Context: an optimization exercise on an open-source flow, tuned for small area. The choices shown serve that exercise and are no tape-out recipe. No run shown here included a check of the RTL's function; only the layout flow was run. Power is estimated from default activity; no workload was simulated.

[constraint.sdc]
create_clock -name core_clock -period 6.0 [get_ports {i_sclk}]
set_input_delay 1.2000 -clock core_clock [delete_from_list [all_inputs] [get_ports {i_sclk}]]
set_output_delay 1.2000 -clock core_clock [all_outputs]
set_load 0.01 [all_outputs]
[design.v]
module i2c_slave(
 input                 i_sclk
,input                 i_rst_n
,input         [7:0]   i_device_addr
,output reg            o_wr_de
,output        [7:0]   o_wr_addr
,output        [7:0]   o_wr_data
,output reg            o_wr_done
,output        [8:0]   o_wr_length
,output        [7:0]   o_rd_addr
,input         [7:0]   i_rd_data
,output reg            o_rd_de
,input                 i_scl
,input                 i_sda
,output                o_sda
);
localparam   S_IDLE         = 4'h0;
localparam   S_START        = 4'h1;
localparam   S_DEV_ADDR     = 4'h2;
localparam   S_DEV_ACK      = 4'h3;
localparam   S_REG_ADDR     = 4'h4;
localparam   S_REG_ACK      = 4'h5;
localparam   S_WR_DATA      = 4'h6;
localparam   S_WR_DATA_ACK  = 4'h7;
localparam   S_RD_DATA      = 4'h8;
localparam   S_RD_DATA_ACK  = 4'h9;
localparam   S_STOP         = 4'ha;
reg  [3:0]   r_cs;
reg  [3:0]   r_ns;
reg  [3:0]   r_scl;
reg  [3:0]   r_sda;
reg          ro_sda;
wire w_sda_pos   = ~r_sda[3] &  r_sda[2];
wire w_sda_neg   =  r_sda[3] & ~r_sda[2];
wire w_scl_pos   = ~r_scl[3] &  r_scl[2];
wire w_scl_neg   =  r_scl[3] & ~r_scl[2];
wire w_bus_start = w_sda_neg & r_scl[3];
wire w_bus_stop  = w_sda_pos & r_scl[3];
reg  [3:0]   r_bit_cnt;
reg  [7:0]   r_shift;
reg  [7:0]   r_rd_addr;
reg  [8:0]   r_wr_length;
reg          r_wr_first;
reg          r_bus_wr_rd;
reg  [10:0]  r_ph_cnt;
reg  [9:0]   r_scl_low;
reg  [9:0]   r_scl_high;
reg          r_scl_high_vld;
reg  [9:0]   r_sda_en_cnt;
reg          r_sda_en;
reg          r_idle_en;
assign o_sda       = ro_sda;
assign o_rd_addr   = r_rd_addr;
assign o_wr_data   = r_shift;
assign o_wr_length = r_wr_length;
wire [7:0] w_wr_ofs = r_wr_first ? 8'd0 : r_wr_length[7:0];
wire [8:0] w_wr_sum = {1'b0, r_rd_addr} + {1'b0, w_wr_ofs};
assign o_wr_addr = w_wr_sum[7:0];
wire w_ns_idle  = (r_ns == S_IDLE);
wire w_rd_bit   = ~r_bit_cnt[3] & i_rd_data[~r_bit_cnt[2:0]];
wire w_ns_dev   = (r_ns == S_DEV_ADDR);
wire w_cs_acked = (r_cs == S_REG_ADDR) && (r_bit_cnt[3]) && w_scl_neg;
always @(posedge i_sclk or negedge i_rst_n) begin
	if(~i_rst_n) begin
		r_sda <= 4'd0;
		r_scl <= 4'd0;
	end
	else begin
		r_sda <= {r_sda[2:0], i_sda};
		r_scl <= {r_scl[2:0], i_scl};
	end
end
always @(posedge i_sclk) begin
	if(r_ns == S_DEV_ADDR || r_ns == S_REG_ADDR || r_ns == S_WR_DATA || r_ns == S_RD_DATA) begin
		if(w_scl_pos)
			r_bit_cnt <= r_bit_cnt + 4'd1;
	end
	else
		r_bit_cnt <= 4'd0;
end
always @(posedge i_sclk or negedge i_rst_n) begin
	if(~i_rst_n)
		o_rd_de <= 1'b0;
	else
		o_rd_de <= w_scl_pos && ((r_cs == S_DEV_ACK && r_bus_wr_rd) || r_cs == S_RD_DATA_ACK);
end
always @(posedge i_sclk or negedge i_rst_n) begin
	if(~i_rst_n)
		o_wr_de <= 1'b0;
	else
		o_wr_de <= (r_cs == S_WR_DATA) && (r_bit_cnt[3]) && w_scl_neg;
end
always @(posedge i_sclk or negedge i_rst_n) begin
	if(~i_rst_n)
		r_bus_wr_rd <= 1'b0;
	else if(r_cs == S_DEV_ADDR && r_bit_cnt[2:0] == 3'd7 && w_scl_pos)
		r_bus_wr_rd <= r_sda[3];
end
always @(posedge i_sclk) begin
	if(w_cs_acked)
		r_wr_first <= 1'b1;
	else if(r_cs == S_WR_DATA_ACK && w_scl_pos)
		r_wr_first <= 1'b0;
end
always @(posedge i_sclk or negedge i_rst_n) begin
	if(~i_rst_n)
		r_rd_addr <= 8'd0;
	else if(w_cs_acked)
		r_rd_addr <= r_shift;
	else if(r_cs == S_RD_DATA_ACK && w_scl_pos)
		r_rd_addr <= r_rd_addr + 8'd1;
end
always @(posedge i_sclk or negedge i_rst_n) begin
	if(~i_rst_n)
		r_wr_length <= 9'd0;
	else if(r_cs == S_WR_DATA_ACK && w_scl_pos)
		r_wr_length <= ({1'b0, w_wr_ofs} + 9'd1) ^ {w_wr_sum[8], 8'd0};
end
always @(posedge i_sclk or negedge i_rst_n) begin
	if(~i_rst_n)
		o_wr_done <= 1'b0;
	else
		o_wr_done <= ~r_bus_wr_rd & w_bus_stop;
end
always @(posedge i_sclk) begin
	if(w_scl_pos)
		r_shift <= {r_shift[6:0], r_sda[3]};
end
always @(posedge i_sclk or negedge i_rst_n) begin
	if(~i_rst_n)
		ro_sda <= 1'b1;
	else if(w_ns_idle || r_idle_en)
		ro_sda <= 1'b1;
	else if(r_sda_en)
		case(r_ns)
			S_DEV_ACK, S_REG_ACK, S_WR_DATA_ACK: ro_sda <= 1'b0;
			S_RD_DATA:                           ro_sda <= w_rd_bit;
			default:                             ro_sda <= 1'b1;
		endcase
end
always @(posedge i_sclk) begin
	if(w_scl_pos || w_scl_neg)
		r_ph_cnt <= 11'd0;
	else
		r_ph_cnt <= r_ph_cnt + 11'd1;
end
always @(posedge i_sclk) begin
	if(r_cs == S_DEV_ADDR && r_bit_cnt[2:0] == 3'd1 && w_scl_pos)
		r_scl_low <= r_ph_cnt[9:0];
end
always @(posedge i_sclk) begin
	if(~w_ns_idle && r_sda_en_cnt != r_scl_low && ~r_scl[3])
		r_sda_en_cnt <= r_sda_en_cnt + 10'd1;
	else
		r_sda_en_cnt <= 10'd0;
end
always @(posedge i_sclk) begin
	r_sda_en <= (r_sda_en_cnt == r_scl_low[9:1]);
end
always @(posedge i_sclk) begin
	if(w_ns_dev && r_bit_cnt[2:0] == 3'd2 && w_scl_neg)
		r_scl_high <= r_ph_cnt[9:0];
end
always @(posedge i_sclk) begin
	if(w_ns_idle)
		r_scl_high_vld <= 1'b0;
	else if(w_ns_dev && r_bit_cnt[2:0] == 3'd2 && w_scl_neg)
		r_scl_high_vld <= 1'b1;
end
always @(posedge i_sclk) begin
	r_idle_en <= r_scl[3] && r_scl_high_vld &&
		             (r_ph_cnt > {1'b0, r_scl_high} + {3'b0, r_scl_high[9:2]});
end
always @(posedge i_sclk or negedge i_rst_n) begin
	if(~i_rst_n)
		r_cs <= S_IDLE;
	else if(r_idle_en)
		r_cs <= S_IDLE;
	else
		r_cs <= r_ns;
end
always @(*) begin
	if(w_bus_start)
		r_ns = S_START;
	else if(w_bus_stop)
		r_ns = S_IDLE;
	else case(r_cs)
		S_START:
			r_ns = w_scl_neg ? S_DEV_ADDR : S_START;
		S_DEV_ADDR:
			if(r_bit_cnt[3] && w_scl_neg)
				r_ns = (r_shift[7:1] == i_device_addr[7:1]) ? S_DEV_ACK : S_IDLE;
			else
				r_ns = S_DEV_ADDR;
		S_DEV_ACK:
			if(w_scl_neg)
				r_ns = r_bus_wr_rd ? S_RD_DATA : S_REG_ADDR;
			else
				r_ns = S_DEV_ACK;
		S_REG_ADDR:
			r_ns = (r_bit_cnt[3] && w_scl_neg) ? S_REG_ACK : S_REG_ADDR;
		S_REG_ACK:
			r_ns = w_scl_neg ? S_WR_DATA : S_REG_ACK;
		S_WR_DATA:
			r_ns = (r_bit_cnt[3] && w_scl_neg) ? S_WR_DATA_ACK : S_WR_DATA;
		S_WR_DATA_ACK:
			r_ns = w_scl_neg ? S_WR_DATA : S_WR_DATA_ACK;
		S_RD_DATA:
			r_ns = (r_bit_cnt[3] && w_scl_neg) ? S_RD_DATA_ACK : S_RD_DATA;
		S_RD_DATA_ACK:
			if(w_scl_neg)
				r_ns = r_shift[0] ? S_STOP : S_RD_DATA;
			else
				r_ns = S_RD_DATA_ACK;
		S_STOP:
			r_ns = S_STOP;
		default:
			r_ns = S_IDLE;
	endcase
end
endmodule
[config.mk]
export PLATFORM = sky130hd
export DESIGN_NAME = i2c_slave
export DESIGN_NICKNAME = i2c_slave
export VERILOG_FILES = /design/flow/design.v
export SDC_FILE = /design/flow/constraint.sdc
export NUM_CORES = 4
export LEC_CHECK = 0
export ABC_AREA = 1
export CAP_MARGIN = 20
export CORE_MARGIN = 2
export CORE_UTILIZATION = 40
export PLACE_DENSITY = 0.6
export SLEW_MARGIN = 20
[run.sh]
#!/bin/bash
# synth_recipe.tcl (not shown) runs the flow's synth.tcl, then flattens the netlist and writes it again
# the make line also repeats each setting of config.mk as NAME=value (left out here)
make -C /OpenROAD-flow-scripts/flow DESIGN_CONFIG=/design/flow/config.mk WORK_HOME=/design/flow/orfs CLKGATE_MAP_FILE= SYNTH_SCRIPT=/design/flow/synth_recipe.tcl finish
==> flow_metrics.env, run 1 <==
export IMPL_grt_pass1_vias=4140
export IMPL_final_seq_area_sq_mm=0.00227
export IMPL_start_util_pct=41.0
export IMPL_cts_resized=0
export IMPL_vias_per_cell=4.97
export IMPL_antenna_found_initial=0
export IMPL_die_area_sq_mm=0.0139
export IMPL_cts_tree="done"
export IMPL_clk_pin_slew_worst_paths_ns=0.07
export IMPL_antenna_cells=0
export IMPL_seq_area_frac_synth_pct=44.0
export IMPL_root_buffer="clkbuf_16"
export IMPL_finalHoldViolations=0
export IMPL_vias=4258
export IMPL_layout_commonest_cell="nand2_1"
export IMPL_wl_met2_um=5400
export IMPL_place_port_buffers=55
export IMPL_dr_max_layer_used="met4"
export IMPL_cp_start_kind="flip-flop"
export IMPL_setup_viol=0
export IMPL_ys_types=43
export IMPL_core_area_sq_mm=0.0126
export IMPL_p_total_w=0.00132
export IMPL_synth_area_sq_mm=0.00517
export IMPL_antenna_left=0
export IMPL_drt_total_wl_um=11600
export IMPL_drt_iter0_drc=325
export IMPL_grt_pass1_wl_um=19700
export IMPL_track_usage_pct=17.5
export IMPL_grt_max_degree=35
export IMPL_ys_ff_latch=91
export IMPL_worst_pin_slew_ns=0.832
export IMPL_cts_buffers=9
export IMPL_syn_num_nets=673
export IMPL_worst_path_buf_inv=3
export IMPL_rsz0062_at_grt="false"
export IMPL_rows=41
export IMPL_timing_slew_headroom_pct=44.5
export IMPL_vdd_ir_drop_max_v=0.000124
export IMPL_ios=57
export IMPL_fp_dieW_um=118
export IMPL_critPathTopFamily="buffers and inverters"
export IMPL_cp_slowest_stage_delay_ns=0.55
export IMPL_filler_cell_count=1226
export IMPL_worst_ep_arrival_time_ns=2.93
export IMPL_yosys_warnings=1
export IMPL_min_period_ns=4.13
export IMPL_slew_viol_final=0
export IMPL_synthCells=613
export IMPL_cp_common_cell="nand2_1"
export IMPL_final_layout_size_suffix_gt1_share_pct=6.14
export IMPL_clk_latency_ns=0.35
export IMPL_cts_path_max_buffers=2
export IMPL_gp_congestion=0.944
export IMPL_worstPathMaxFanout=8
export IMPL_crit_type="flip-flop to output pin"
export IMPL_fin_setup_tns_ns=0
export IMPL_dp_hpwl_um=8940
export IMPL_clock_sinks=91
export IMPL_wl_per_cell_um=13.5
export IMPL_hp_class="flip-flop to flip-flop"
export IMPL_power_leakage_nw=2.68
export IMPL_status="finished clean"
export IMPL_htree_levels=3
export IMPL_met1_length_um=5280
export IMPL_cp_cell_sequence="inv_1, nand2_1, inv_1, ha_1, a21oi_1, nand2_1, nand2_1, nand2_1, nand2_1, nand2_1, a21oi_1, o21bai_1, xor2_1, clkdlybuf4s50_1"
export IMPL_drc=0
export IMPL_slowest_stage="clkdlybuf4s50_1"
export IMPL_dr_pass1_iters=5
export IMPL_postCtsSetupBuffers=0
export IMPL_fin_crit_sh_pct=68.9
export IMPL_crit_required_ns=4.80
export IMPL_grt_remaining_overflow=0
export IMPL_wl_met3_um=543
export IMPL_timing_fmax_mhz=242
export IMPL_mostFrequentLayoutCells="nand2_1 (126), inv_1 (85), nor2_1 (64)"
export IMPL_powerDensity_mw_per_mm2=211
export IMPL_drv_cap=0
export IMPL_endpoint_kind="output pin"
export IMPL_avgSynthCellArea_sq_um=8.44
export IMPL_multiInputGateArea_sq_mm=0.00257
export IMPL_fin_hold_ws_ns=0.355
export IMPL_fin_nets=739
export IMPL_dieHeight_um=118
export IMPL_area_delta_synth_final_pct=20.9
export IMPL_cts_hold_buf=0
export IMPL_finClkSkew_ns=0.00709
[sequential cells by signal (all words and copies together) (netlist names), 4 cells and up]
signal / flops
r_ph_cnt: 11
r_scl_high: 10
r_scl_low: 10
r_sda_en_cnt: 10
r_wr_length: 9
r_rd_addr: 8
r_shift: 8
r_bit_cnt: 4
r_cs: 4
r_scl: 4
r_sda: 4
[synth_stat cells (all sizes together)]
cell type    n  share of area [%]
dfstp        1               0.51
o21ai       30                2.9
xnor2       14                2.4
a31oi        3               0.36
ha          38                9.2
o22ai        5               0.60
clkbuf       1              0.072
a21o         2               0.29
and3         2               0.24
xor2        22                3.7
nand4        5               0.60
a22o         1               0.17
nor4         4               0.48
o221ai       6                1.0
nor3        11                1.3
inv         89                6.5
edfxtp      28                 16
nand2      132                 10
o2111ai      2               0.34
nor4b        2               0.34
nand3       33                3.8
nor2        71                5.7
a221oi       2               0.34
dfxtp       29                 11
nand3b       1               0.15
nor3b        1               0.15
o211ai       5               0.73
o21bai       1               0.15
a211oi       1               0.15
or2          2               0.24
fa           2               0.77
a21oi       34                3.5
dfrtp       33                 16
[layer usage]
metal | GRT usage, % | vias up
li1 | - | 2169
met1 | 22.2 | 1925
met3 | 3.05 | 34
met5 | 0 | -
met4 | 8.21 | 0
met2 | 29.0 | 130
[path summary, 6_finish.rpt]
check	start	endpoint	slack, ns	cells after the start
min reg2reg	r_sda[0]	r_sda[1]	0.35	0
max in group asynchronous	i_rst_n	r_wr_length[3]	4.53	1
max	r_wr_first	o_wr_addr[7]	1.87	14
min	r_sda[0]	r_sda[1]	0.35	0
min in group asynchronous	i_rst_n	r_rd_addr[7]	0.95	1
max reg2reg	r_scl_high[2]	r_idle_en	3.05	18
[cells by family after synthesis]
| logic type | synth area share [%] |
|---|---|
| and+or+nand+nor | 22.9 |
| buffers and inverters | 6.53 |
| xor gates and xnor gates | 6.10 |
| adders and majority gates | 9.97 |
| AOI/OAI and AO/OA | 10.5 |
| DFF | 44.0 |
[area by class of cell]
type | instances | area share (%)
clock buffers | 13 | 4.52
well taps | 172 | 3.44
flip-flops and latches | 91 | 36.4
repair buffers | 56 | 8.85
inverters | 89 | 5.34
clock inverters | 3 | 0.400
multi-input cells | 432 | 41.1
[power by group]
group	internal (W)	switching, W
Clock	0.000334	0.000241
Sequential	0.000650	0.0000155
Combinational	0.0000357	0.0000454
Total	0.00102	0.000302
[through the flow]
step | instance area [sq um] | std cells | utilization [%] | worst slack, ns
3_5_place_dp | 5940 | 840 | 47.1 | 2.24
3_3_place_gp | 5940 | 840 | 47.1 | 2.28
5_1_grt | 6250 | 856 | 49.5 | 1.65
4_1_cts | 6250 | 856 | 49.5 | 1.85
6_report | 6250 | 856 | 49.5 | 1.87
2_1_floorplan | 5170 | 613 | - | 2.86
==> run 2, diff against run 1 <==
--- a/config.mk
+++ b/config.mk
@@ -5,7 +5,6 @@
 export SDC_FILE = /design/flow/constraint.sdc
 export NUM_CORES = 4
 export LEC_CHECK = 0
-export ABC_AREA = 1
 export CAP_MARGIN = 20
 export CORE_MARGIN = 2
 export CORE_UTILIZATION = 40
==> run 2 against run 1 <==
- still clean
- total power down 1.1%
- cell area down 1.1%
- sequential share of layout area up 0.39 points
- final cell count down 14%
- clock power down 1%
- core utilization down 0.72 points
- first-iteration DRC count down 3.7%
- critical path depth down 4
- sequential power about the same
- worst setup slack worse by 0.19 ns
- largest cell class unchanged
- largest power group unchanged
- highest routed layer unchanged
==> flow_metrics.env, run 2 <==
export IMPL_syn_num_nets=562
export IMPL_clk_pin_slew_worst_paths_ns=0.06
export IMPL_wl_per_cell_um=15.0
export IMPL_start_util_pct=41.1
export IMPL_grt_pass1_vias=3818
export IMPL_powerDensity_mw_per_mm2=211
export IMPL_filler_cell_count=1178
export IMPL_yosysMostFrequentCell="ha_1"
export IMPL_drv_cap=0
export IMPL_dieHeight_um=118
export IMPL_avgSynthCellArea_sq_um=10.4
export IMPL_dpl_cell_area_sq_mm=0.00589
export IMPL_die_area_sq_mm=0.0139
export IMPL_vias_per_cell=5.26
export IMPL_core_area_sq_mm=0.0127
export IMPL_fin_crit_sh_pct=72.1
export IMPL_area_delta_synth_final_pct=18.8
export IMPL_timing_slew_headroom_pct=31.3
export IMPL_crit_type="flip-flop to output pin"
export IMPL_htree_levels=3
export IMPL_vias=3859
export IMPL_cp_start_kind="flip-flop"
export IMPL_antenna_cells=0
export IMPL_grt_max_degree=35
export IMPL_worstPathMaxFanout=16
export IMPL_drt_total_wl_um=11000
export IMPL_synth_area_leader_cell="edfxtp_1"
export IMPL_cts_buffers=9
export IMPL_rows=41
export IMPL_fin_hold_ws_ns=0.348
export IMPL_setup_viol=0
export IMPL_synth_common_cells="ha_1 (38), nand2_1 (37), xor2_1 (35)"
export IMPL_finalHoldViolations=0
export IMPL_synth_ff_type="dfrtp_1"
export IMPL_fin_area_sq_mm=0.00618
export IMPL_dr_pass1_iters=4
export IMPL_synth_edf_count=28
export IMPL_place_port_buffers=55
export IMPL_clk_latency_ns=0.34
export IMPL_worst_ep_arrival_time_ns=3.13
export IMPL_vdd_ir_drop_max_v=0.000147
export IMPL_min_period_ns=4.33
export IMPL_fp_dieW_um=118
export IMPL_status="finished clean"
export IMPL_fin_setup_tns_ns=0
export IMPL_drc=0
export IMPL_fin_nets=616
export IMPL_cts_tree="done"
export IMPL_crit_required_ns=4.80
export IMPL_cts_hold_buf=0
export IMPL_grt_remaining_overflow=0
export IMPL_dp_hpwl_um=8200
export IMPL_root_buffer="clkbuf_16"
export IMPL_layout_commonest_cell="clkdlybuf4s50_1"
export IMPL_yosys_top_cells_area="edfxtp_1 (16%), dfrtp_1 (16%), dfxtp_1 (11%), ha_1 (9.1%), xor2_1 (5.9%)"
export IMPL_timing_fmax_mhz=231
export IMPL_top_register="r_ph_cnt"
export IMPL_grt_pass1_wl_um=18900
export IMPL_clock_sinks=91
export IMPL_ios=57
export IMPL_yosysTopAreaCellShare_pct=16.1
export IMPL_gp_congestion=0.853
export IMPL_slew_viol_final=0
export IMPL_drt_iter0_drc=313
export IMPL_largest_register_ffs=11
export IMPL_hp_class="flip-flop to flip-flop"
export IMPL_synthCells=502
export IMPL_track_usage_pct=16.8
export IMPL_cts_resized=0
export IMPL_postCtsSetupBuffers=0
export IMPL_power_leakage_nw=2.46
export IMPL_endpoint_kind="output pin"
export IMPL_ys_ff_latch=91
export IMPL_worst_pin_slew_ns=1.02
export IMPL_finClkSkew_ns=0.00586
export IMPL_final_layout_size_suffix_gt1_share_pct=6.95
export IMPL_synth_area_sq_mm=0.00521
export IMPL_seq_area_frac_synth_pct=43.7
export IMPL_ys_types=70
export IMPL_yosys_warnings=1
export IMPL_rsz0062_at_grt="false"
export IMPL_async_flop_share_pct=37.4
export IMPL_antenna_found_initial=0
export IMPL_antenna_left=0
export IMPL_cts_path_max_buffers=2
export IMPL_mostFrequentLayoutCells="clkdlybuf4s50_1 (54), ha_1 (38), nand2_1 (37)"
==> run 2: cells by family (layout without fill, tap and decap cells) <==
logic type	Yosys count	after routing	share of synthesized area, %
multiplexers	10	10	2.55
buffers and inverters	29	88	3.03
adder cells (fa/ha/maj)	40	40	9.90
AND/OR/NAND/NOR	179	179	18.5
AO/OA/AOI/OAI	93	93	12.3
flip-flops	91	91	43.7
XOR/XNOR	60	60	10.1
==> run 2: critical path, stage by stage, from the launching register on <==
cell and delay, ns:
dfxtp_1 0.63, nand2b_1 0.23, inv_1 0.09, ha_1 0.27
a21o_1 0.18, a21oi_1 0.20, nand2b_1 0.14, a21boi_0 0.13
o211ai_1 0.23, xnor2_1 0.14, clkdlybuf4s50_1 0.55
==> run 2: power by group <==
group | switching, W | internal, W
sequential | 0.0000176 | 0.000649
combinational | 0.0000344 | 0.0000371
clock | 0.000234 | 0.000335
==> run 2: layout make-up <==
class	count	area [sq um]	area share, %
timing repair buffer	57	561	9.06
inverter	15	56.3	0.910
tap	172	215	3.48
clock buffer	12	246	3.99
sequential	91	2270	36.8
multi-input combinational	382	2780	45.0
clock inverter	4	50.0	0.809
==> run 2: path summary, 6_finish.rpt <==
kind / from / endpoint / slack, ns / depth (start not counted)
setup / recovery: r_wr_first / o_wr_addr[7] / 1.67 / 10
hold / removal: r_scl[0] / r_scl[1] / 0.35 / 0
setup reg to reg: r_scl_high[2] / r_idle_en / 2.50 / 13
hold reg to reg: r_scl[0] / r_scl[1] / 0.35 / 0
max in group asynchronous: i_rst_n / r_wr_length[6] / 4.56 / 1
min in group asynchronous: i_rst_n / r_bus_wr_rd / 0.94 / 1
==> run 2: stage by stage <==
step | setup WS (ns) | util [%] | std cells | total power (W)
after detailed placement | 2.03 | 46.5 | 717 | 0.000753
after floorplan | 2.83 | - | 502 | 0.000715
after CTS | 1.65 | 48.8 | 733 | 0.00132
after global routing | 1.40 | 48.8 | 733 | 0.00136
final | 1.67 | 48.8 | 733 | 0.00131
after global placement | 2.07 | 46.5 | 717 | 0.000750
==> run 2: per-layer routing <==
layer,vias to the layer above,part of all wire (%),track usage (%)
met2,72,48,27.1
li1,1925,-,-
met1,1856,48,21.9
met5,-,0,0
met4,0,0.83,4.59
met3,6,3.6,4.99
==> run 3, diff against run 2 <==
--- a/config.mk
+++ b/config.mk
@@ -7,6 +7,9 @@
 export LEC_CHECK = 0
 export CAP_MARGIN = 20
 export CORE_MARGIN = 2
-export CORE_UTILIZATION = 40
-export PLACE_DENSITY = 0.6
+export CORE_UTILIZATION = 60
+export CTS_BUF_LIST = sky130_fd_sc_hd__clkbuf_8
+export CTS_CLUSTER_DIAMETER = 200
+export CTS_CLUSTER_SIZE = 50
+export PLACE_DENSITY = 0.8
 export SLEW_MARGIN = 20
==> run 3 against run 2 <==
- clock skew grew 0.0063 ns
- total power shrank 15%
- first-iteration DRC count shrank 71%
- register-to-register slack gained 0.08 ns
- via count grew 0.41%
- sequential power is essentially flat
- largest cell class unchanged
- combinational power grew 2%
- sequential share of layout area grew 1.2 points
- clock power shrank 35%
- synthesized cell count is the same
==> flow_metrics.env, run 3 <==
export IMPL_status="finished clean"
export IMPL_drt_iter0_drc=90
export IMPL_fin_crit_sh_pct=73.2
export IMPL_yosys_top_cells_area="edfxtp_1 (16%), dfrtp_1 (16%), dfxtp_1 (11%), ha_1 (9.1%), xor2_1 (5.9%)"
export IMPL_clock_sinks=91
export IMPL_cp_slowest_stage_delay_ns=0.64
export IMPL_synth_area_sq_mm=0.00521
export IMPL_dr_pass1_iters=4
export IMPL_cts_buffers=9
export IMPL_htree_levels=3
export IMPL_yosysMostFrequentCell="ha_1"
export IMPL_dieHeight_um=97.2
export IMPL_track_usage_pct=24.1
export IMPL_syn_num_nets=562
export IMPL_root_buffer="clkbuf_8"
export IMPL_finalHoldViolations=0
export IMPL_antenna_found_initial=0
export IMPL_clk_latency_ns=0.38
export IMPL_largest_register_ffs=11
export IMPL_gp_congestion=0.871
export IMPL_yosysTopAreaCellShare_pct=16.1
export IMPL_synth_common_cells="ha_1 (38), nand2_1 (37), xor2_1 (35)"
export IMPL_place_inst=650
export IMPL_setup_viol=0
export IMPL_seq_area_frac_synth_pct=43.7
export IMPL_antenna_cells=0
export IMPL_place_port_buffers=55
export IMPL_power_leakage_nw=2.40
export IMPL_layout_commonest_cell="clkdlybuf4s50_1"
export IMPL_yosys_warnings=1
export IMPL_wl_per_cell_um=16.6
export IMPL_cts_hold_buf=0
export IMPL_r2r_cells=13
export IMPL_avgSynthCellArea_sq_um=10.4
export IMPL_slowest_stage="dfxtp_1"
export IMPL_crit_required_ns=4.80
export IMPL_core_area_sq_mm=0.00830
export IMPL_path_depth=10
export IMPL_synth_ff_type="dfrtp_1"
export IMPL_die_area_sq_mm=0.00944
export IMPL_seqPwrFrac_pct=60.1
export IMPL_worst_path_buf_inv=2
export IMPL_top_register="r_ph_cnt"
export IMPL_cts_resized=0
export IMPL_worstPathMaxFanout=16
export IMPL_fin_cells=666
export IMPL_vias=3875
export IMPL_fin_setup_tns_ns=0
export IMPL_cp_common_cell="nand2b_1"
export IMPL_vias_per_cell=5.82
export IMPL_ys_ff_latch=91
export IMPL_finClkSkew_ns=0.0122
export IMPL_p_total_w=0.00111
export IMPL_clock_power_share_pct=33.4
export IMPL_cp_cell_sequence="nand2b_1, inv_1, ha_1, a21o_1, a21oi_1, nand2b_1, a21boi_0, o211ai_1, xnor2_1, clkdlybuf4s50_1"
export IMPL_synth_edf_count=28
export IMPL_ys_types=70
export IMPL_grt_pass1_vias=3885
export IMPL_synthCells=502
export IMPL_synth_area_leader_cell="edfxtp_1"
export IMPL_clk_pin_slew_worst_paths_ns=0.08
export IMPL_drt_total_wl_um=11100
export IMPL_drc=0
export IMPL_grt_remaining_overflow=0
export IMPL_fin_nets=616
export IMPL_critPathTopFamily="compound AO/OA/AOI/OAI gates"
export IMPL_rsz0062_at_grt="false"
export IMPL_final_layout_size_suffix_gt1_share_pct=6.95
export IMPL_p_int_w=0.000835
export IMPL_antenna_left=0
export IMPL_worst_ep_arrival_time_ns=3.19
export IMPL_start_util_pct=62.7
export IMPL_p_sw_share_pct=24.9
export IMPL_postCtsSetupBuffers=0
export IMPL_cts_path_max_buffers=2
export IMPL_cts_tree="done"
export IMPL_cp_start_kind="flip-flop"
export IMPL_async_flop_share_pct=37.4
export IMPL_hp_class="flip-flop to flip-flop"
export IMPL_hold_depth=0
export IMPL_timing_fmax_mhz=228
export IMPL_drv_cap=0
export IMPL_slew_viol_final=0
export IMPL_grt_max_degree=35
export IMPL_dp_hpwl_um=8280
export IMPL_p_switching_w=0.000278
export IMPL_crit_type="flip-flop to output pin"
export IMPL_mostFrequentLayoutCells="clkdlybuf4s50_1 (55), ha_1 (38), nand2_1 (37)"
export IMPL_fp_dieW_um=97.2
export IMPL_area_delta_synth_final_pct=15.1
export IMPL_powerDensity_mw_per_mm2=186
export IMPL_grt_pass1_wl_um=18500
export IMPL_min_period_ns=4.39
export IMPL_timing_slew_headroom_pct=45.2
export IMPL_endpoint_kind="output pin"
export IMPL_filler_cell_count=575
export IMPL_worst_pin_slew_ns=0.819
export IMPL_rows=33
export IMPL_p_comb_share_pct=6.6
export IMPL_vdd_ir_drop_max_v=0.000164
export IMPL_ios=57
[run 3: cell count changes in the layout (fill, tap and decap cells not counted), sizes merged]
cell | before | now
clkbuf | 12 | 9
clkinv | 1 | 3
clkinvlp | 1 | 3
buf | 3 | 2
bufinv | 1 | 0
clkdlybuf4s50 | 54 | 55
[run 3: worst paths after layout]
| check | from | to | slack, ns |
|---|---|---|---|
| max | r_wr_first | o_wr_addr[7] | 1.61 |
| min | r_scl[0] | r_scl[1] | 0.35 |
| max reg2reg | r_scl_high[2] | r_idle_en | 2.58 |
| min reg2reg | r_scl[0] | r_scl[1] | 0.35 |
| max in group asynchronous | i_rst_n | ro_sda | 4.43 |
| min in group asynchronous | i_rst_n | o_wr_de | 1.23 |
[run 3: per-stage QoR]
stage	instance area (sq um)	utilization, %	hold WS [ns]	worst slack (ns)
2_1_floorplan	5210	-	0.331	2.83
3_3_place_gp	5810	70.0	0.334	1.94
3_5_place_dp	5810	70.0	0.337	1.81
4_1_cts	5980	72.0	0.357	1.60
5_1_grt	5990	72.2	0.362	1.40
6_report	5990	72.2	0.353	1.61
[run 3: cells by family after synthesis]
family	share of synthesized area (%)
simple gates	18.5
compound gates	12.3
flops	43.7
xor+xnor	10.1
fa+ha+maj	9.90
buf+inv	3.03
mux	2.55
[run 3: layer usage]
layer	GRT usage (%)	part of all wire, %	wire (um)	up-vias
met3	3.60	4.3	482	21
met4	9.32	2.4	264	0
met5	0	0	0	-
met2	40.0	48	5280	94
met1	32.0	46	5060	1837
li1	-	-	-	1923
[run 3: power groups by stage]
stage / logic, W / clock network (W) / registers [W]
floorplan: 0.0000405 / 0 / 0.000675
global placement: 0.0000707 / 0 / 0.000681
detailed placement: 0.0000734 / 0 / 0.000681
CTS: 0.0000740 / 0.000377 / 0.000668
global route: 0.0000812 / 0.000404 / 0.000670
finish: 0.0000732 / 0.000371 / 0.000668
[run 3: final cells by class]
class	count	area (sq um)	area share, %
Multi-Input combinational cell	382	2800	46.7
Sequential cell	91	2270	37.9
Timing Repair Buffer	57	566	9.43
Tap cell	105	131	2.19
Clock buffer	9	124	2.07
Inverter	15	56.3	0.939
Clock inverter	7	43.8	0.731
==> run 4, diff against run 3 <==
==> flow/run.sh (new file) <==
#!/bin/bash
# Standard ORFS layout (the standard.sh, standard synthesis unchanged) with two changes:
#  * port buffers use the smallest buffer cell instead of the default pick;
#  * a lighter clock tree: larger sink clusters, clkbuf_8 only, no dummy loads.
set -euo pipefail
export BUFFER_PORTS_ARGS="-buffer_cell sky130_fd_sc_hd__buf_1"
export CTS_ARGS="-sink_clustering_enable -repair_clock_nets -sink_clustering_size 100 -sink_clustering_max_diameter 500 -buf_list sky130_fd_sc_hd__clkbuf_8 -root_buf sky130_fd_sc_hd__clkbuf_8 -dont_use_dummy_load"
bash standard.sh > orfs_flow.log 2>&1
==> standard.sh (new file) <==
#!/bin/bash
# synth_recipe.tcl (not shown) runs the flow's synth.tcl, then flattens the netlist and writes it again
# the make line also repeats each setting of config.mk as NAME=value (left out here)
make -C /OpenROAD-flow-scripts/flow DESIGN_CONFIG=/design/flow/config.mk WORK_HOME=/design/flow/orfs CLKGATE_MAP_FILE= SYNTH_SCRIPT=/design/flow/synth_recipe.tcl "${@:-finish}"
--- a/config.mk
+++ b/config.mk
@@ -8,8 +8,5 @@
 export CAP_MARGIN = 20
 export CORE_MARGIN = 2
 export CORE_UTILIZATION = 60
-export CTS_BUF_LIST = sky130_fd_sc_hd__clkbuf_8
-export CTS_CLUSTER_DIAMETER = 200
-export CTS_CLUSTER_SIZE = 50
 export PLACE_DENSITY = 0.8
 export SLEW_MARGIN = 20
removed: run.sh
==> run 4 against run 3 <==
- largest power group unchanged
- still clean on timing, DRC and antenna
- critical endpoint unchanged
- die area unchanged
- wire length decreased by 1.8%
- sequential share of layout area increased by 2.7 points
==> flow_metrics.env, run 4 <==
export IMPL_status="finished clean"
export IMPL_grt_pass1_wl_um=18500
export IMPL_gp_congestion=0.995
export IMPL_area_delta_synth_final_pct=7.54
export IMPL_yosysTopAreaCellShare_pct=16.1
export IMPL_slowest_stage="dfxtp_1"
export IMPL_fin_crit_sh_pct=66.2
export IMPL_ys_types=70
export IMPL_dp_hpwl_um=8100
export IMPL_worst_path_buf_inv=2
export IMPL_yosysMostFrequentCell="ha_1"
export IMPL_cp_common_cell="nand2b_1"
export IMPL_synth_common_cells="ha_1 (38), nand2_1 (37), xor2_1 (35)"
export IMPL_cts_hold_buf=0
export IMPL_synth_area_sq_mm=0.00521
export IMPL_postCtsSetupBuffers=0
export IMPL_grt_pass1_vias=3938
export IMPL_mostFrequentLayoutCells="buf_1 (54), ha_1 (38), nand2_1 (37)"
export IMPL_reg2reg_from="r_scl_high[2]"
export IMPL_track_usage_pct=24.0
export IMPL_worstPathMaxFanout=16
export IMPL_synth_area_leader_cell="edfxtp_1"
export IMPL_clk_pin_slew_worst_paths_ns=0.10
export IMPL_antenna_found_initial=0
export IMPL_fin_hold_ws_ns=0.344
export IMPL_critPathTopFamily="compound AO/OA/AOI/OAI gates"
export IMPL_avgSynthCellArea_sq_um=10.4
export IMPL_vias_per_cell=5.98
export IMPL_cp_start_kind="flip-flop"
export IMPL_drt_iter0_drc=110
export IMPL_ios=57
export IMPL_place_port_buffers=55
export IMPL_synth_edf_count=28
export IMPL_antenna_left=0
export IMPL_fin_cells=658
export IMPL_setup_viol=0
export IMPL_cts_path_max_buffers=2
export IMPL_worst_ep_arrival_time_ns=2.77
export IMPL_crit_required_ns=4.80
export IMPL_endpoint_kind="output pin"
export IMPL_crit_type="flip-flop to output pin"
export IMPL_yosys_warnings=1
export IMPL_min_period_ns=3.97
export IMPL_fin_util_pct=67.5
export IMPL_slew_viol_final=0
export IMPL_rsz0062_at_grt="false"
export IMPL_grt_max_degree=35
export IMPL_fin_setup_tns_ns=0
export IMPL_dieHeight_um=97.2
export IMPL_place_inst=649
export IMPL_min_from="r_sda[0]"
export IMPL_cp_cell_sequence="nand2b_1, inv_1, ha_1, a21o_1, a21oi_1, nand2b_1, a21boi_0, o211ai_1, xnor2_1, buf_1"
export IMPL_antenna_cells=0
export IMPL_worst_pin_slew_ns=0.867
export IMPL_cts_tree="done"
export IMPL_filler_cell_count=653
export IMPL_vdd_ir_drop_max_v=0.000123
export IMPL_htree_levels=3
export IMPL_ys_ff_latch=91
export IMPL_top_register="r_ph_cnt"
export IMPL_powerDensity_mw_per_mm2=188
export IMPL_fin_nets=615
export IMPL_grt_remaining_overflow=0
export IMPL_finalHoldViolations=0
export IMPL_cts_buffers=9
export IMPL_clk_latency_ns=0.36
export IMPL_cp_startpoint="r_wr_first"
export IMPL_drt_total_wl_um=10900
export IMPL_core_area_sq_mm=0.00830
export IMPL_clock_sinks=91
export IMPL_rows=33
export IMPL_synthCells=502
export IMPL_root_buffer="clkbuf_8"
export IMPL_seq_area_frac_synth_pct=43.7
export IMPL_final_layout_size_suffix_gt1_share_pct=6.15
export IMPL_wl_per_cell_um=16.5
export IMPL_yosys_top_cells_area="edfxtp_1 (16%), dfrtp_1 (16%), dfxtp_1 (11%), ha_1 (9.1%), xor2_1 (5.9%)"
export IMPL_timing_slew_headroom_pct=42.2
export IMPL_layout_commonest_cell="buf_1"
export IMPL_cp_slowest_stage_delay_ns=0.65
export IMPL_dr_pass1_iters=4
export IMPL_start_util_pct=62.7
export IMPL_vias=3933
export IMPL_die_area_sq_mm=0.00944
export IMPL_hp_class="flip-flop to flip-flop"
export IMPL_finClkSkew_ns=0.0342
export IMPL_fp_dieW_um=97.2
export IMPL_power_leakage_nw=2.25
export IMPL_async_flop_share_pct=37.4
export IMPL_drv_cap=0
export IMPL_cts_resized=0
export IMPL_syn_num_nets=562
export IMPL_timing_fmax_mhz=252
export IMPL_largest_register_ffs=11
export IMPL_synth_ff_type="dfrtp_1"
export IMPL_drc=0
-- run 4: cell counts after synthesis --
No cell type changed its count.
-- run 4: area by class of cell --
| class | count | area [sq um] | area share (%) |
|---|---|---|---|
| Inverter | 15 | 56.3 | 1.01 |
| Timing Repair Buffer | 56 | 215 | 3.84 |
| Multi-Input combinational cell | 382 | 2800 | 50.0 |
| Sequential cell | 91 | 2270 | 40.6 |
| Clock buffer | 9 | 124 | 2.21 |
| Tap cell | 105 | 131 | 2.35 |
-- run 4: layer usage --
layer	GRT usage [%]	wire length (um)	vias up
li1	-	-	1916
met1	31.3	4800	1878
met2	40.9	5380	115
met3	3.02	459	24
met4	9.21	245	0
met5	0	0	-
-- run 4: cell families after synthesis --
logic type	share of synthesized area, %
flip-flops	43.7
multiplexers	2.55
AO/OA/AOI/OAI	12.3
adder cells (fa/ha/maj)	9.90
XOR/XNOR	10.1
buffers and inverters	3.03
AND/OR/NAND/NOR	18.5
-- run 4: path summary, 6_finish.rpt --
kind | end | slack, ns | cells past startpoint
max | o_wr_addr[7] | 2.03 | 10
min | r_sda[1] | 0.34 | 0
max reg2reg | r_idle_en | 2.54 | 13
min reg2reg | r_sda[1] | 0.34 | 0
max in group asynchronous | r_scl[1] | 4.48 | 1
min in group asynchronous | r_rd_addr[3] | 0.94 | 1
-- run 4: worst reg2reg max path: stages (launching register included) --
cell	delay, ns
edfxtp_1	0.40
ha_1	0.23
fa_1	0.41
a21o_1	0.19
a21oi_1	0.24
nor2b_1	0.08
o21a_1	0.19
o41a_1	0.35
xnor2_1	0.15
ha_1	0.29
a21o_1	0.16
a21o_1	0.17
a221oi_1	0.39
a21oi_1	0.12
-- run 4: through the flow --
stage	instance area, sq um	setup WS, ns	power, W
3_5_place_dp	5460	2.24	0.000741
5_1_grt	5600	1.75	0.00110
6_report	5600	2.03	0.00105
4_1_cts	5580	2.03	0.00106
2_1_floorplan	5210	2.83	0.000715
3_3_place_gp	5460	2.32	0.000738
-- run 4: report_power, final --
| group | leakage [nW] | total, W | switching [W] | internal (W) |
|---|---|---|---|---|
| Sequential | 0.935 | 0.000668 | 0.0000193 | 0.000649 |
| Clock | 0.0647 | 0.000324 | 0.000189 | 0.000135 |
| Combinational | 1.25 | 0.0000599 | 0.0000350 | 0.0000249 |
==> run 5, diff against run 4 <==
--- a/config.mk
+++ b/config.mk
@@ -5,6 +5,7 @@
 export SDC_FILE = /design/flow/constraint.sdc
 export NUM_CORES = 4
 export LEC_CHECK = 0
+export ABC_CLOCK_PERIOD_IN_PS = 30000
 export CAP_MARGIN = 20
 export CORE_MARGIN = 2
 export CORE_UTILIZATION = 60
==> run 5 against run 4 <==
- still clean
- sequential power about the same
- die area unchanged
- non-clock buffer count unchanged
- core utilization did not move
- clock-buffer cell count unchanged
- clock power about the same
- via count unchanged
- sequential share of layout area unchanged
- critical path type unchanged
- critical endpoint unchanged
- largest power group unchanged
==> flow_metrics.env, run 5 <==
export IMPL_status="finished clean"
export IMPL_cp_start_kind="flip-flop"
export IMPL_p_sw_share_pct=23.2
export IMPL_p_comb_share_pct=5.7
export IMPL_yosys_warnings=1
export IMPL_rows=33
export IMPL_syn_num_nets=562
export IMPL_rsz0062_at_grt="false"
export IMPL_grt_max_degree=35
export IMPL_yosysTopAreaCellShare_pct=16.1
export IMPL_yosys_mux_area_fraction_pct=2.55
export IMPL_async_flop_share_pct=37.4
export IMPL_hp_class="flip-flop to flip-flop"
export IMPL_power_leakage_nw=2.25
export IMPL_grt_remaining_overflow=0
export IMPL_setup_viol=0
export IMPL_cts_resized=0
export IMPL_slew_viol_final=0
export IMPL_slowest_stage="dfxtp_1"
export IMPL_ios=57
export IMPL_synth_ff_type="dfrtp_1"
export IMPL_finalHoldViolations=0
export IMPL_powerDensity_mw_per_mm2=188
export IMPL_synthAdderAreaFrac_pct=9.90
export IMPL_mostFrequentLayoutCells="buf_1 (54), ha_1 (38), nand2_1 (37)"
export IMPL_yosysMostFrequentCell="ha_1"
export IMPL_place_port_buffers=55
export IMPL_clock_sinks=91
export IMPL_cts_hold_buf=0
export IMPL_seqPwrFrac_pct=63.5
export IMPL_worstPathMaxFanout=16
export IMPL_antenna_left=0
export IMPL_worst_pin_slew_ns=0.867
export IMPL_clock_power_share_pct=30.8
export IMPL_wl_per_cell_um=16.5
export IMPL_crit_required_ns=4.80
export IMPL_cts_tree="done"
export IMPL_min_period_ns=3.97
export IMPL_yosys_top_cells_area="edfxtp_1 (16%), dfrtp_1 (16%), dfxtp_1 (11%), ha_1 (9.1%), xor2_1 (5.9%)"
export IMPL_ys_types=70
export IMPL_synth_edf_count=28
export IMPL_cts_buffers=9
export IMPL_gp_congestion=0.995
export IMPL_cts_path_max_buffers=2
export IMPL_filler_cell_count=653
export IMPL_vias=3933
export IMPL_die_area_sq_mm=0.00944
export IMPL_seq_area_frac_synth_pct=43.7
export IMPL_antenna_found_initial=0
export IMPL_vdd_ir_drop_max_v=0.000123
export IMPL_drt_total_wl_um=10900
export IMPL_dieHeight_um=97.2
export IMPL_synth_xor_area_share_pct=10.1
export IMPL_grt_pass1_vias=3938
export IMPL_pre_cts_ws_ns=2.24
export IMPL_final_layout_size_suffix_gt1_share_pct=6.15
export IMPL_timing_fmax_mhz=252
export IMPL_drc=0
export IMPL_dp_hpwl_um=8100
export IMPL_fin_crit_sh_pct=66.2
export IMPL_ys_ff_latch=91
export IMPL_cp_common_cell="nand2b_1"
export IMPL_synth_top_family_by_area="simple AND/OR/NAND/NOR gates"
export IMPL_worst_slack_ns=2.03
export IMPL_layout_commonest_cell="buf_1"
export IMPL_clk_latency_ns=0.36
export IMPL_area_delta_synth_final_pct=7.54
export IMPL_yosys_area_share_simple_pct=18.5
export IMPL_synth_area_sq_mm=0.00521
export IMPL_fin_hold_ws_ns=0.344
export IMPL_endpoint_kind="output pin"
export IMPL_synth_compound_area_share_pct=12.3
export IMPL_root_buffer="clkbuf_8"
export IMPL_fin_nets=615
export IMPL_crit_type="flip-flop to output pin"
export IMPL_finClkSkew_ns=0.0342
export IMPL_timing_slew_headroom_pct=42.2
export IMPL_grt_pass1_wl_um=18500
export IMPL_fp_dieW_um=97.2
export IMPL_dr_pass1_iters=4
export IMPL_fin_setup_tns_ns=0
export IMPL_worst_ep_arrival_time_ns=2.77
export IMPL_postCtsSetupBuffers=0
export IMPL_p_switching_w=0.000244
export IMPL_drt_iter0_drc=110
export IMPL_top_register="r_ph_cnt"
export IMPL_htree_levels=3
export IMPL_cp_cell_sequence="nand2b_1, inv_1, ha_1, a21o_1, a21oi_1, nand2b_1, a21boi_0, o211ai_1, xnor2_1, buf_1"
export IMPL_avgSynthCellArea_sq_um=10.4
export IMPL_core_area_sq_mm=0.00830
export IMPL_synth_common_cells="ha_1 (38), nand2_1 (37), xor2_1 (35)"
export IMPL_synthCells=502
export IMPL_track_usage_pct=24.0
export IMPL_vias_per_cell=5.98
export IMPL_p_int_w=0.000809
export IMPL_start_util_pct=62.7
export IMPL_cp_slowest_stage_delay_ns=0.65
export IMPL_synth_area_leader_cell="edfxtp_1"
export IMPL_antenna_cells=0
export IMPL_drv_cap=0
export IMPL_largest_register_ffs=11
export IMPL_clk_pin_slew_worst_paths_ns=0.10
run 5: worst max-delay path, delay by kind of cell, from the launching register on:
family | cells | cell delay [ns]
xor gates and xnor gates | 1 | 0.14
DFF | 1 | 0.65
and+or+nand+nor | 2 | 0.36
adders and majority gates | 1 | 0.27
AOI/OAI and AO/OA | 4 | 0.75
buffers and inverters | 2 | 0.24
run 5: final timing paths:
check | startpoint | to | slack, ns | depth (start not counted)
worst max-delay path | r_wr_first | o_wr_addr[7] | 2.03 | 10
worst min-delay path | r_sda[0] | r_sda[1] | 0.34 | 0
worst max register to register | r_scl_high[2] | r_idle_en | 2.54 | 13
worst min register to register | r_sda[0] | r_sda[1] | 0.34 | 0
max in group asynchronous | i_rst_n | r_scl[1] | 4.48 | 1
min in group asynchronous | i_rst_n | r_rd_addr[3] | 0.94 | 1
run 5: layout make-up:
cell class                 count  area [sq um]  share of cell area [%]
multi-input combinational    382          2800                    50.0
sequential                    91          2270                    40.6
timing repair buffer          56           215                    3.84
tap                          105           131                    2.35
clock buffer                   9           124                    2.21
inverter                      15          56.3                    1.01
run 5: kinds of logic (layout without fill, tap and decap cells):
kind of cell    count (synthesis)  in the layout
compound gates                 93             93
mux                            10             10
fa+ha+maj                      40             40
buf+inv                        29             80
xor+xnor                       60             60
flops                          91             91
simple gates                  179            179
run 5: power by group through the flow:
stage / Combinational (W) / Clock [W] / Sequential (W)
6_report: 0.0000599 / 0.000324 / 0.000668
5_1_grt: 0.0000680 / 0.000357 / 0.000671
4_1_cts: 0.0000605 / 0.000328 / 0.000668
3_5_place_dp: 0.0000600 / 0 / 0.000681
3_3_place_gp: 0.0000575 / 0 / 0.000681
2_1_floorplan: 0.0000405 / 0 / 0.000675
run 5: metrics by stage:
stage	power [W]	utilization, %	std cells	instance area, sq um
floorplan	0.000715	-	502	5210
global placement	0.000738	65.8	649	5460
detailed placement	0.000741	65.8	649	5460
CTS	0.00106	67.3	658	5580
global route	0.00110	67.5	658	5600
finish	0.00105	67.5	658	5600
run 5: layer usage:
| layer | vias to the layer above | wire [um] | track usage [%] |
|---|---|---|---|
| li1 | 1916 | - | - |
| met1 | 1878 | 4800 | 31.3 |
| met2 | 115 | 5380 | 40.9 |
| met3 | 24 | 459 | 3.02 |
| met4 | 0 | 245 | 9.21 |
| met5 | - | 0 | 0 |
==> run 6, diff against run 5 <==
--- a/config.mk
+++ b/config.mk
@@ -5,7 +5,7 @@
 export SDC_FILE = /design/flow/constraint.sdc
 export NUM_CORES = 4
 export LEC_CHECK = 0
-export ABC_CLOCK_PERIOD_IN_PS = 30000
+export ABC_AREA = 1
 export CAP_MARGIN = 20
 export CORE_MARGIN = 2
 export CORE_UTILIZATION = 60
==> run 6 against run 5 <==
- still clean on timing, DRC and antenna
- synthesized cell count increased by 22%
- sequential cell count is the same
- clock power about the same
- total power barely moved
- first-iteration DRC count increased by 86%
- hold slack improved by 0.025 ns
- sequential share of layout area decreased by 0.27 points
- core utilization increased by 0.45 points
- register-to-register slack better by 0.41 ns
- global-route usage is 0.062 points lower
- cell area is 0.67% higher
- clock skew shrank 0.013 ns
- highest routed layer unchanged
==> flow_metrics.env, run 6 <==
export IMPL_dr_pass1_iters=5
export IMPL_pre_cts_ws_ns=2.54
export IMPL_cp_startpoint="r_wr_first"
export IMPL_finClkSkew_ns=0.0213
export IMPL_worst_pin_slew_ns=1.07
export IMPL_slowest_stage="dfxtp_1"
export IMPL_ios=57
export IMPL_status="finished clean"
export IMPL_clk_latency_ns=0.35
export IMPL_avgSynthCellArea_sq_um=8.44
export IMPL_antenna_found_initial=0
export IMPL_r2r_slack_ns=2.95
export IMPL_vias=4365
export IMPL_synth_common_cells="nand2_1 (126), inv_1 (85), nor2_1 (64)"
export IMPL_core_area_sq_mm=0.00830
export IMPL_ys_ff_latch=91
export IMPL_drt_iter0_drc=205
export IMPL_r2r_end="r_idle_en"
export IMPL_fin_setup_tns_ns=0
export IMPL_powerDensity_mw_per_mm2=187
export IMPL_cts_buffers=9
export IMPL_grt_remaining_overflow=0
export IMPL_seq_area_frac_synth_pct=44.0
export IMPL_synth_compound_area_share_pct=10.5
export IMPL_postCtsSetupBuffers=0
export IMPL_min_period_ns=3.79
export IMPL_yosysTopAreaCellShare_pct=16.3
export IMPL_drv_cap=0
export IMPL_cts_hold_buf=0
export IMPL_yosysMostFrequentCell="nand2_1"
export IMPL_cts_resized=0
export IMPL_grt_use_met1_pct=31.1
export IMPL_clock_sinks=91
export IMPL_clk_pin_slew_worst_paths_ns=0.09
export IMPL_endpoint_kind="output pin"
export IMPL_rsz0062_at_grt="false"
export IMPL_r2r_cells=18
export IMPL_synthCells=613
export IMPL_die_area_sq_mm=0.00938
export IMPL_fin_crit_sh_pct=63.2
export IMPL_fin_cells=781
export IMPL_async_flop_share_pct=37.4
export IMPL_drt_total_wl_um=11000
export IMPL_clock_power_share_pct=30.4
export IMPL_cp_start_kind="flip-flop"
export IMPL_fin_nets=738
export IMPL_p_sw_share_pct=23.3
export IMPL_use_met2_pct=40.6
export IMPL_p_switching_w=0.000246
export IMPL_crit_type="flip-flop to output pin"
export IMPL_grt_pass1_vias=4218
export IMPL_syn_num_nets=673
export IMPL_track_usage_pct=23.9
export IMPL_p_comb_share_pct=6.6
export IMPL_drc=0
export IMPL_crit_required_ns=4.80
export IMPL_worst_slack_ns=2.21
export IMPL_final_layout_size_suffix_gt1_share_pct=5.33
export IMPL_fp_dieW_um=96.9
export IMPL_cp_cell_sequence="inv_1, nand2_1, inv_1, ha_1, nand3_1, nand2_1, nand2_1, nand2_1, nand2_1, nand2_1, a21oi_1, o21bai_1, xor2_1, buf_1"
export IMPL_layout_commonest_cell="nand2_1"
export IMPL_grt_pass1_wl_um=18700
export IMPL_cts_path_max_buffers=2
export IMPL_busiest_layer="met2"
export IMPL_dp_hpwl_um=8540
export IMPL_yosys_top_cells_area="edfxtp_1 (16%), dfrtp_1 (16%), dfxtp_1 (11%), ha_1 (9.2%), nand2_1 (9.1%)"
export IMPL_root_buffer="clkbuf_8"
export IMPL_yosys_warnings=1
export IMPL_dieHeight_um=96.9
export IMPL_vdd_ir_drop_max_v=0.000168
export IMPL_rows=33
export IMPL_slew_viol_final=0
export IMPL_worst_ep_arrival_time_ns=2.59
export IMPL_use_met3_pct=3.68
export IMPL_cp_common_cell="nand2_1"
export IMPL_finalHoldViolations=0
export IMPL_synth_area_sq_mm=0.00517
export IMPL_fin_util_pct=67.9
export IMPL_area_delta_synth_final_pct=9.00
export IMPL_antenna_cells=0
export IMPL_largest_register_ffs=11
export IMPL_start_util_pct=62.3
export IMPL_worstPathMaxFanout=8
export IMPL_power_leakage_nw=2.46
export IMPL_gp_congestion=0.929
export IMPL_yosys_mux_area_fraction_pct=0
export IMPL_hp_class="flip-flop to flip-flop"
export IMPL_seqPwrFrac_pct=63.0
export IMPL_worstSetupEndpoint="o_wr_addr[7]"
export IMPL_vias_per_cell=5.59
export IMPL_synth_xor_area_share_pct=6.10
export IMPL_cp_slowest_stage_delay_ns=0.49
export IMPL_cts_tree="done"
export IMPL_synthAdderAreaFrac_pct=9.97
export IMPL_timing_slew_headroom_pct=27.9
export IMPL_grt_max_degree=35
export IMPL_setup_viol=0
export IMPL_p_int_w=0.000807
export IMPL_antenna_left=0
export IMPL_yosys_area_share_simple_pct=22.9
export IMPL_wl_per_cell_um=14.1
export IMPL_synth_top_family_by_area="simple AND/OR/NAND/NOR gates"
export IMPL_synth_edf_count=28
export IMPL_place_port_buffers=55
export IMPL_synth_area_leader_cell="edfxtp_1"
export IMPL_top_register="r_ph_cnt"
export IMPL_synth_ff_type="dfrtp_1"
export IMPL_timing_fmax_mhz=264
export IMPL_htree_levels=3
export IMPL_mostFrequentLayoutCells="nand2_1 (126), inv_1 (85), nor2_1 (64)"
export IMPL_reg2reg_from="r_scl_high[2]"
export IMPL_fin_area_sq_mm=0.00564
export IMPL_place_inst=772
export IMPL_dpl_cell_area_sq_mm=0.00551
export IMPL_ys_types=43
[run 6: cell types whose count changed in the layout (fill, tap and decap cells not counted), moves of 7 or more]
cell	before	now
nor2_1	32	64
or3_1	11	0
a21o_1	9	2
xor2_1	35	22
inv_1	15	85
nand3_1	21	30
xnor2_1	25	14
nand2_1	37	126
a21oi_1	20	33
nor2b_1	12	0
[run 6: power by group through the flow]
stage | Sequential (W) | Clock, W | Combinational [W]
4_1_cts | 0.000663 | 0.000327 | 0.0000697
3_5_place_dp | 0.000677 | 0 | 0.0000691
3_3_place_gp | 0.000676 | 0 | 0.0000673
6_report | 0.000663 | 0.000321 | 0.0000691
5_1_grt | 0.000665 | 0.000352 | 0.0000794
2_1_floorplan | 0.000674 | 0 | 0.0000439
[run 6: through the flow]
step / total power, W / hold slack [ns]
after floorplan: 0.000718 / 0.331
final: 0.00105 / 0.369
after global placement: 0.000743 / 0.335
after CTS: 0.00106 / 0.368
after detailed placement: 0.000746 / 0.338
after global routing: 0.00110 / 0.371
[run 6: kinds of logic after synthesis]
group                      Yosys count
AOI/OAI and AO/OA                   92
xor gates and xnor gates            36
adders and majority gates           40
buffers and inverters               90
DFF                                 91
and+or+nand+nor                    264
[run 6: critical path: cells and delay by family, from the launching register on]
family / cells / cell delay, ns
flops: 1 / 0.49
compound gates: 2 / 0.24
fa+ha+maj: 1 / 0.37
xor+xnor: 1 / 0.17
buf+inv: 3 / 0.39
simple gates: 7 / 0.61
[run 6: cell type report]
type                       instances  area [sq um]
inverter                          89           334
sequential                        91          2270
tap                              105           131
multi-input combinational        432          2570
timing repair buffer              55           208
fill                             667          2660
clock buffer                       9           124
[run 6: per-layer routing]
metal	part of all wire [%]	up-vias
met5	0	-
met4	1.8	0
met3	4.4	22
met2	49	124
met1	45	2060
li1	-	2159
[run 6: worst min-delay path by stage]
stage,cells after the start,start,to
after CTS,0,r_sda[0],r_sda[1]
final,0,r_scl[0],r_scl[1]
after global placement,0,r_scl[1],r_scl[2]
after detailed placement,0,r_sda[0],r_sda[1]
after floorplan,0,r_scl[0],r_scl[1]
after global routing,0,r_sda[0],r_sda[1]

-- re-timing with driven ports --
How much do the figures lean on ideal ports? The routed layouts below were timed once more, with nothing changed but the port constraints. Step 1 assumes that a clkbuf_16 drives the clock port and a buf_2 every other input. Step 2 adds t to the input delays and takes it off the output delays; t is the mean of the earliest and latest rising clock arrival at the registers after step 1. Input paths then give back, and output paths get back, about the clock's delay inside the block. a / b / c = ideal ports / drivers / drivers and shift; a / b = the first two.
| run | t, ns | slack for setup (ns) | worst register clock-pin slew, ns | worst slew at a driven data input, ns | pins driven straight from the clock port |
|---|---|---|---|---|---|
| run 1 | 0.382 | 1.866 / 1.830 / 2.212 | 0.07 / 0.07 | 0.04 | 1 |
| run 2 | 0.374 | 1.672 / 1.631 / 2.005 | 0.07 / 0.07 | 0.04 | 1 |
| run 3 | 0.403 | 1.607 / 1.574 / 1.977 | 0.10 / 0.10 | 0.04 | 1 |
| run 4 | 0.380 | 2.030 / 1.995 / 2.375 | 0.10 / 0.10 | 0.03 | 1 |
| run 5 | 0.380 | 2.030 / 1.995 / 2.375 | 0.10 / 0.10 | 0.03 | 1 |
| run 6 | 0.373 | 2.206 / 2.173 / 2.546 | 0.09 / 0.09 | 0.03 | 1 |
After both steps setup and hold are still met in every run listed.
